From an optimization exercise on the open Yosys and OpenROAD flow, aimed at small area; shortcuts taken in it are not production practice.
For this run, only the layout was checked, not whether the RTL still works.
No activity file was given, so power comes from the tool's default toggle rates.

==> flow/design.v <==
module immediate_gen_optimized (
    input  wire [31:7] i,
    input  wire        m,
    input  wire [2:0]  k,
    output wire [31:0] imm
);
    wire fs = m & k[0];                      
    wire fb = !m & (k == 3'd5);              
    wire fu = !m & (k == 3'd2 || k == 3'd4); 
    wire fj = !m & (k == 3'd6);              
    wire s = i[31];
    assign imm[0]     = (fs | fb | fu | fj) ? (fs & i[7]) : i[20];
    assign imm[4:1]   = fu ? 4'b0 : (fs | fb) ? i[11:8] : i[24:21];
    assign imm[10:5]  = fu ? 6'b0 : i[30:25];
    assign imm[11]    = fu ? 1'b0 : fb ? i[7] : fj ? i[20] : s;
    assign imm[19:12] = (fu | fj) ? i[19:12] : {8{s}};
    assign imm[30:20] = fu ? i[30:20] : {11{s}};
    assign imm[31]    = s;
endmodule
module control_unit (
    input  wire [31:0] instr,
    output wire        m,
    output reg  [2:0]  k,
    output wire [4:0]  rd
);
    wire [6:0] op = instr[6:0];
    wire is_load  = (op == 7'b0000011);
    wire is_store = (op == 7'b0100011);
    wire is_csr   = (op == 7'b1110011) && (instr[14:12] != 3'b000);
    reg  known;
    always @(*) begin
        known = 1'b1;
        k     = 3'd0;
        case (op)
            7'b0010011: k = 3'd0;
            7'b0110011: k = 3'd1;
            7'b0110111: k = 3'd2;
            7'b0010111: k = 3'd4;
            7'b1100011: k = 3'd5;
            7'b1101111: k = 3'd6;
            7'b1100111: k = 3'd7;
            7'b0000011: k = 3'd0;
            7'b0100011: k = 3'd1;
            default: begin
                k     = is_csr ? 3'd3 : 3'd0;
                known = is_csr;
            end
        endcase
    end
    assign m  = is_load | is_store;
    assign rd = known ? instr[11:7] : 5'd0;
endmodule
module rf_aoi222 (
    input  wire a1, a2, b1, b2, c1, c2,
    output wire y
);
    assign y = ~((a1 & a2) | (b1 & b2) | (c1 & c2));
endmodule
module rf_read_port (
    input  wire [31:1]     sel,
    input  wire [32*32-1:0] q,       
    output wire [31:0]     data
);
    genvar b, g;
    generate for (b = 0; b < 32; b = b + 1) begin : bt
        wire [10:0] n;
        for (g = 0; g < 10; g = g + 1) begin : grp
            rf_aoi222 u (
                .a1(sel[3*g+1]), .a2(q[32*(3*g+1)+b]),
                .b1(sel[3*g+2]), .b2(q[32*(3*g+2)+b]),
                .c1(sel[3*g+3]), .c2(q[32*(3*g+3)+b]),
                .y(n[g])
            );
        end
        assign n[10] = ~(sel[31] & q[32*31+b]);
        assign data[b] = ~&n;
    end endgenerate
endmodule
module alu_optimized (
    input  wire [31:0] a,
    input  wire [31:0] b,
    input  wire [2:0]  f3,
    input  wire        sub,      
    input  wire        alt,      
    input  wire        passb,    
    output wire [31:0] sum,
    output wire [31:0] result,
    output wire        eq,
    output wire        lt,
    output wire        ltu
);
    assign sum = a + (b ^ {32{sub}}) + {31'b0, sub};
    wire diff_neg = sum[31];
    wire sgn_ne   = a[31] ^ b[31];
    assign lt  = sgn_ne ? a[31] : diff_neg;
    assign ltu = sgn_ne ? b[31] : diff_neg;
    wire [31:0] x = a ^ b;
    assign eq = ~|x;
    wire left = !f3[2];
    wire [31:0] ar;
    genvar g;
    generate for (g = 0; g < 32; g = g + 1) begin : rev
        assign ar[g] = left ? a[31-g] : a[g];
    end endgenerate
    wire fill = alt & a[31];
    wire [31:0] sh = $signed({fill, ar}) >>> b[4:0];
    wire [31:0] shr;
    generate for (g = 0; g < 32; g = g + 1) begin : rev2
        assign shr[g] = left ? sh[31-g] : sh[g];
    end endgenerate
    reg [31:0] r;
    always @(*) begin
        case (f3)
            3'b000: r = sum;
            3'b001: r = shr;
            3'b010: r = {31'b0, lt};
            3'b011: r = {31'b0, ltu};
            3'b100: r = x;
            3'b101: r = shr;
            3'b110: r = a | b;
            default: r = a & b;
        endcase
    end
    assign result = passb ? b : r;
endmodule
module branch_unit_optimized (
    input  wire [2:0] funct3,
    input  wire       eq,
    input  wire       lt,
    input  wire       ltu,
    output wire       taken
);
    assign taken = funct3[2] ? ((funct3[1] ? ltu : lt) ^ funct3[0])
                             : (!funct3[1] & (eq ^ funct3[0]));
endmodule
module risc_v_cpu_optimized #(
    parameter DATA_WIDTH = 32,
    parameter ADDR_WIDTH = 32,
    parameter REG_FILE_ADDR_WIDTH = 5
) (
    input  wire                      clk,
    input  wire                      rst_n,
    output wire [ADDR_WIDTH-1:0]     imem_addr,
    output wire                      imem_req,
    input  wire [DATA_WIDTH-1:0]     imem_data,
    input  wire                      imem_ready,
    output wire [ADDR_WIDTH-1:0]     dmem_addr,
    output wire [DATA_WIDTH-1:0]     dmem_wdata,
    output wire [3:0]                dmem_wstrb,
    output wire                      dmem_req,
    output wire                      dmem_we,
    input  wire [DATA_WIDTH-1:0]     dmem_rdata,
    input  wire                      dmem_ready,
    output wire [31:0]               cycle_count,
    output wire [31:0]               instr_count,
    output wire [31:0]               stall_count,
    output wire [31:0]               branch_count,
    output wire [31:0]               branch_taken_count
);
    reg [31:0] pc;
    reg        if_v, id_v;
    reg        if_m, id_m;
    reg [2:0]  if_k, id_k;
    reg [31:7] if_i, id_i;
    reg [31:0] cyc_q, ins_q, stl_q, brc_q, brt_q;
    wire       f_m;
    wire [2:0] f_k;
    wire [4:0] f_rd;
    control_unit pre (
        .instr(imem_data),
        .m(f_m),
        .k(f_k),
        .rd(f_rd)
    );
    wire [2:0] f3  = id_i[14:12];
    wire [4:0] rd  = id_i[11:7];
    wire [4:0] rs1 = id_i[19:15];
    wire [4:0] rs2 = id_i[24:20];
    wire c_store  = id_m & id_k[0];
    wire c_opimm  = !id_m & (id_k == 3'd0);
    wire c_op     = !id_m & (id_k == 3'd1);
    wire c_lui_sys= !id_m & (id_k[2:1] == 2'b01);
    wire c_auipc  = !id_m & (id_k == 3'd4);
    wire c_branch = !id_m & (id_k == 3'd5);
    wire c_jump   = !id_m & (id_k[2:1] == 2'b11);
    wire stall_id = id_m & !dmem_ready;
    wire fetch    = imem_ready & !stall_id;
    wire [31:0] imm;
    immediate_gen_optimized immgen (
        .i(id_i),
        .m(id_m),
        .k(id_k),
        .imm(imm)
    );
    wire [31:0] rs1_data, rs2_data, rd_data;
    wire        wr = id_v & !stall_id & !c_store & !c_branch & (rd != 5'd0);
    reg  [31:1]      vld;
    wire [31:1]      rf_we, sel1, sel2;
    wire [32*32-1:0] rf_q;
    assign rf_q[31:0] = 32'b0;
    genvar gr;
    generate for (gr = 1; gr < 32; gr = gr + 1) begin : R
        reg [31:0] q;
        assign rf_we[gr] = wr && (rd == gr);
        always @(posedge clk)
            if (rf_we[gr]) q <= rd_data;
        always @(posedge clk or negedge rst_n)
            if (!rst_n) vld[gr] <= 1'b0;
            else if (rf_we[gr]) vld[gr] <= 1'b1;
        assign rf_q[32*gr +: 32] = q;
        assign sel1[gr] = vld[gr] && (rs1 == gr);
        assign sel2[gr] = vld[gr] && (rs2 == gr);
    end endgenerate
    rf_read_port rp1 (.sel(sel1), .q(rf_q), .data(rs1_data));
    rf_read_port rp2 (.sel(sel2), .q(rf_q), .data(rs2_data));
    wire use_imm = id_m | c_opimm | c_lui_sys;
    wire [31:0] src2 = use_imm ? imm : rs2_data;
    wire alu_f3_on = c_op | c_opimm;
    wire [2:0] alu_f3 = alu_f3_on ? f3 : 3'b000;
    wire sub = c_branch | (alu_f3_on & (f3[2:1] == 2'b01)) |
               (c_op & (f3 == 3'b000) & id_i[30]);
    wire [31:0] sum, alu_result;
    wire eq, lt, ltu;
    alu_optimized alu (
        .a(rs1_data),
        .b(src2),
        .f3(alu_f3),
        .sub(sub),
        .alt(id_i[30]),
        .passb(c_lui_sys),
        .sum(sum),
        .result(alu_result),
        .eq(eq),
        .lt(lt),
        .ltu(ltu)
    );
    wire taken;
    branch_unit_optimized bru (
        .funct3(f3),
        .eq(eq),
        .lt(lt),
        .ltu(ltu),
        .taken(taken)
    );
    wire [29:0] id_pc_w = pc[31:2] - {if_v, !if_v};
    wire [31:0] id_pc   = {id_pc_w, pc[1:0]};
    wire [31:0] target  = id_pc + imm;
    wire [29:0] link_w  = pc[31:2] - {29'b0, if_v};
    wire [31:0] link    = {link_w, pc[1:0]};
    wire flush = id_v & (c_jump | (c_branch & taken));
    assign dmem_addr  = sum;
    assign dmem_wdata = rs2_data;
    assign dmem_req   = id_m & id_v;
    assign dmem_we    = id_k[0];
    wire [1:0] ba = sum[1:0];
    reg  [3:0] wstrb;
    always @(*) begin
        case (f3)
            3'b000:  wstrb = 4'b0001 << ba;
            3'b001:  wstrb = ba[1] ? 4'b1100 : 4'b0011;
            default: wstrb = 4'b1111;
        endcase
    end
    assign dmem_wstrb = wstrb;
    wire [15:0] half  = ba[1] ? dmem_rdata[31:16] : dmem_rdata[15:0];
    wire [7:0]  byte_ = ba[0] ? half[15:8] : half[7:0];
    wire        ld_word = f3[1];
    wire        ld_half = f3[0];
    wire        ld_fill = !f3[2] & (ld_half ? half[15] : byte_[7]);
    wire [31:0] ld_data;
    assign ld_data[7:0]   = ld_word ? dmem_rdata[7:0]  : ld_half ? half[7:0] : byte_;
    assign ld_data[15:8]  = ld_word ? dmem_rdata[15:8] : ld_half ? half[15:8] : {8{ld_fill}};
    assign ld_data[31:16] = ld_word ? dmem_rdata[31:16] : {16{ld_fill}};
    assign rd_data = id_m    ? ld_data :
                     c_jump  ? link :
                     c_auipc ? target :
                               alu_result;
    always @(posedge clk or negedge rst_n) begin
        if (!rst_n) begin
            pc <= 32'h00001000;
        end else if (flush) begin
            pc <= target;
        end else if (fetch) begin
            pc <= pc + 32'd4;
        end
    end
    always @(posedge clk or negedge rst_n) begin
        if (!rst_n) begin
            if_v <= 1'b0;
            if_m <= 1'b0;
            id_v <= 1'b0;
            id_m <= 1'b0;
        end else if (!stall_id) begin
            if_v <= fetch & !flush;
            if_m <= flush ? 1'b0 : fetch ? f_m : if_m;
            id_v <= if_v & !flush;
            id_m <= if_m & !flush;
        end
    end
    always @(posedge clk) begin
        if (!stall_id) begin
            if_k <= f_k;
            if_i <= {imem_data[31:12], f_rd};
            id_k <= if_k;
            id_i <= if_i;
        end
    end
    assign imem_addr = pc;
    assign imem_req  = fetch & rst_n;
    always @(posedge clk or negedge rst_n) begin
        if (!rst_n) begin
            cyc_q <= 32'h0;
            ins_q <= 32'h0;
            stl_q <= 32'h0;
            brc_q <= 32'h0;
            brt_q <= 32'h0;
        end else begin
            cyc_q <= cyc_q + 32'd1;
            ins_q <= ins_q + {31'b0, id_v & !stall_id};
            stl_q <= stl_q + {31'b0, !imem_ready | stall_id};
            brc_q <= brc_q + {31'b0, id_v & c_branch};
            brt_q <= brt_q + {31'b0, id_v & c_branch & taken};
        end
    end
    assign cycle_count        = cyc_q;
    assign instr_count        = ins_q;
    assign stall_count        = stl_q;
    assign branch_count       = brc_q;
    assign branch_taken_count = brt_q;
endmodule
==> flow/run.sh <==
#!/bin/bash
# synth_recipe.tcl (not shown) runs the flow's synth.tcl, then flattens the netlist and writes it again
# the make line also repeats each setting of config.mk as NAME=value (left out here)
make -C /OpenROAD-flow-scripts/flow DESIGN_CONFIG=/design/flow/config.mk WORK_HOME=/design/flow/orfs CLKGATE_MAP_FILE= SYNTH_SCRIPT=/design/flow/synth_recipe.tcl finish
==> flow/config.mk <==
export PLATFORM = sky130hd
export DESIGN_NAME = risc_v_cpu_optimized
export DESIGN_NICKNAME = risc_v_cpu_optimized
export VERILOG_FILES = /design/flow/design.v
export SDC_FILE = /design/flow/constraint.sdc
export NUM_CORES = 8
export LEC_CHECK = 0
export CAP_MARGIN = 20
export CORE_MARGIN = 2
export CORE_UTILIZATION = 40
export SETUP_SLACK_MARGIN = 0.3
export SLEW_MARGIN = 20
export SYNTH_HIERARCHICAL = 1
==> flow/constraint.sdc <==
create_clock -name core_clock -period 13.0 [get_ports {clk}]
set_input_delay 2.6000 -clock core_clock [delete_from_list [all_inputs] [get_ports {clk}]]
set_output_delay 2.6000 -clock core_clock [all_outputs]
set_load 0.01 [all_outputs]
==> results_dict.tcl <==
set metrics [dict create \
    cellLeakagePower_nw 26.9 \
    finalMaxSlewViolations 0 \
    hp-class "reg -> reg" \
    rows 145 \
    fin_crit_sh_pct 79.8 \
    placedCellCount 7203 \
    tritoncts "built" \
    end_kind "primary output" \
    ctsResizeCount 0 \
    routedWlPerCell_um 36.2 \
    hold_buffers 0 \
    areaGrowthSynthToFinish_pct 17.7 \
    slew_headroom_pct 19.6 \
    antenna_found_initial 14 \
    synth_cells 4812 \
    grt_pass1_vias 48600 \
    drc 0 \
    synth_nets 5023 \
    coreArea_um2 156000 \
    totalWireLength_mm 269 \
    power_density_nw_per_um2 164 \
    period_minus_slack_ns 10.37 \
    cts_setup_buffers 0 \
    overflow 0 \
    r2r_slack_ns 3.79 \
    place.gp.congestion 1.05 \
    final_cell_mix "1048 x edfxtp_1, 641 x a222oi_1, 332 x nand2_1" \
    min_from "if_i[25]" \
    rsz0062_at_grt "no" \
    cp-start-kind "flip-flop" \
    dieArea_um2 161000 \
    start_util_pct 40.4 \
    worstPathArrival_ns 7.77 \
    tightest_slew_ns 1.20 \
    final_antenna_net_count 0 \
    insertion_delay_ns 0.80 \
    fp.dieH_um 401 \
    outcome "timing/DRC/antenna clean" \
    clock.fmax_ghz 0.0964 \
    grt_max_degree 132 \
    clock-sinks 1275 \
    reg2reg_to "brt_q[30]" \
    drtPass1Iterations 15 \
    min_path_cells 0 \
    num_vias 52400 \
    cts_root_buffer "clkbuf_16" \
    cts_buffer_depth 3 \
    finClkSkew_ns 0.0423 \
    finalHoldViolCount 0 \
    die_w_um 401 \
    viasPerCell 7.04 \
    max_cap_violations 0 \
    dp_hpwl_mm 180 \
    syn_area_per_cell_um2 13.1 \
    setup_violations 0 \
    grt_pass1_wl_mm 373 \
    hold_end "id_i[25]" \
    final_layout_size_suffix_gt1_share_pct 11.9 \
    ys_warn_count 9 \
    path_max_fanout 36 \
    r2r_start "id_i[20]" \
    final.setup.tns_ns 0 \
    vdd_drop_max_mv 0.145 \
    reg2reg_depth 28 \
    final_cell_count_no_fill 7451 \
    crit_type "reg -> out" \
    syn_area_um2 63100 \
    fin_nets 5495 \
    h-tree-depth 4 \
    critPathRequiredTime_ns 10.40 \
    grt_usage_pct 32.2 \
    portBuffers 330 \
    io_pins 331 \
    cts_buffers 137 \
    drtIter0Drc 12000 \
    clk_pin_slew_ns 0.06 \
    final_common_cell "edfxtp_1" \
]
## layer usage
| metal | GRT usage, % | wire length [µm] | vias up |
|---|---|---|---|
| met3 | 11.8 | 41300 | 655 |
| met5 | 0 | 86 | - |
| met4 | 13.7 | 13700 | 8 |
| li1 | - | - | 21300 |
| met2 | 46.1 | 112000 | 4391 |
| met1 | 43.7 | 102000 | 26000 |
## area by class of cell
cell class / instances / area, µm²
clock buffers: 172 / 3640
clock inverters: 74 / 726
well taps: 2058 / 2570
repair buffers: 493 / 4560
flip-flops and latches: 1275 / 37200
inverters: 125 / 469
fillers: 13800 / 82100
multi-input cells: 3252 / 25200
diodes: 2 / 5.00
## how the worst max path moves through the flow
stage	startpoint	to	slack (ns)	cells after the start
finish	id_i[20]	dmem_addr[31]	2.63	18
global route	id_i[22]	dmem_addr[27]	2.58	17
CTS	id_i[20]	dmem_addr[31]	2.91	18
detailed placement	id_i[20]	dmem_addr[31]	3.77	18
global placement	id_i[20]	dmem_addr[31]	3.89	18
floorplan	id_i[24]	dmem_addr[27]	5.09	20
## flip-flops by register name (all words and copies together) (netlist names)
signal / cells
id_v: 1
vld: 31
if_m: 1
ins_q: 32
if_v: 1
brc_q: 32
stl_q: 32
pc: 32
id_i: 25
brt_q: 32
id_k: 3
R.q: 992
cyc_q: 32
id_m: 1
if_i: 25
if_k: 3
## critical path, cell delays in order (launching register included)
cell	delay (ns)
edfxtp_1	0.56
nor2b_1	0.39
nor2b_1	0.39
and3_2	0.95
a222oi_1	0.27
nand4_1	0.20
a2111o_1	0.19
mux2_2	0.76
xor2_1	0.15
ha_1	0.41
nand4_1	0.11
o221ai_1	0.44
o2111a_1	0.30
o21ai_1	0.11
a211oi_1	0.59
nor2_1	0.12
xnor2_1	0.38
inv_1	0.09
clkdlybuf4s50_1	0.50
## where the power goes
part | total [mW] | internal (mW) | switching [mW]
Sequential | 5.08 | 4.87 | 0.208
Combinational | 3.23 | 1.02 | 2.21
Clock | 3.86 | 2.17 | 1.70
## metrics by stage
stage / total power, mW / cell area, µm² / utilization [%] / worst slack [ns] / hold WS (ns)
6_report: 12.2 / 74300 / 47.5 / 2.63 / 0.417
5_1_grt: 12.5 / 74300 / 47.5 / 2.58 / 0.423
4_1_cts: 12.1 / 74300 / 47.5 / 2.91 / 0.419
3_5_place_dp: 8.25 / 69900 / 44.7 / 3.77 / 0.405
3_3_place_gp: 8.24 / 69900 / 44.7 / 3.89 / 0.402
2_1_floorplan: 6.76 / 63100 / - / 5.09 / 0.400

[port drivers added, routing unchanged]
The results above use ideal ports. As a check the final layout listed here was re-extracted and re-timed, cells and wires unchanged. Step 1, drivers: a clkbuf_16 drives clk and a buf_2 each remaining input, both assumed. Step 2 also shifts input and output timing later by t, the mid clock arrival at the registers, as if the neighbouring blocks saw the same clock. a / b / c = ideal / step 1 / step 2; a / b = the first two.
t (ns): 0.869
setup slack, ns: 2.627 / 2.539 / 3.408
worst setup path after step 2: register to output
worst register clock-pin slew, ns: 0.07 / 0.07
worst data-port slew with drivers (ns): 0.13
After both steps this run still meets setup and hold. The setup slack of this run moves by -0.088 ns with the drivers and by +0.781 ns with both steps.
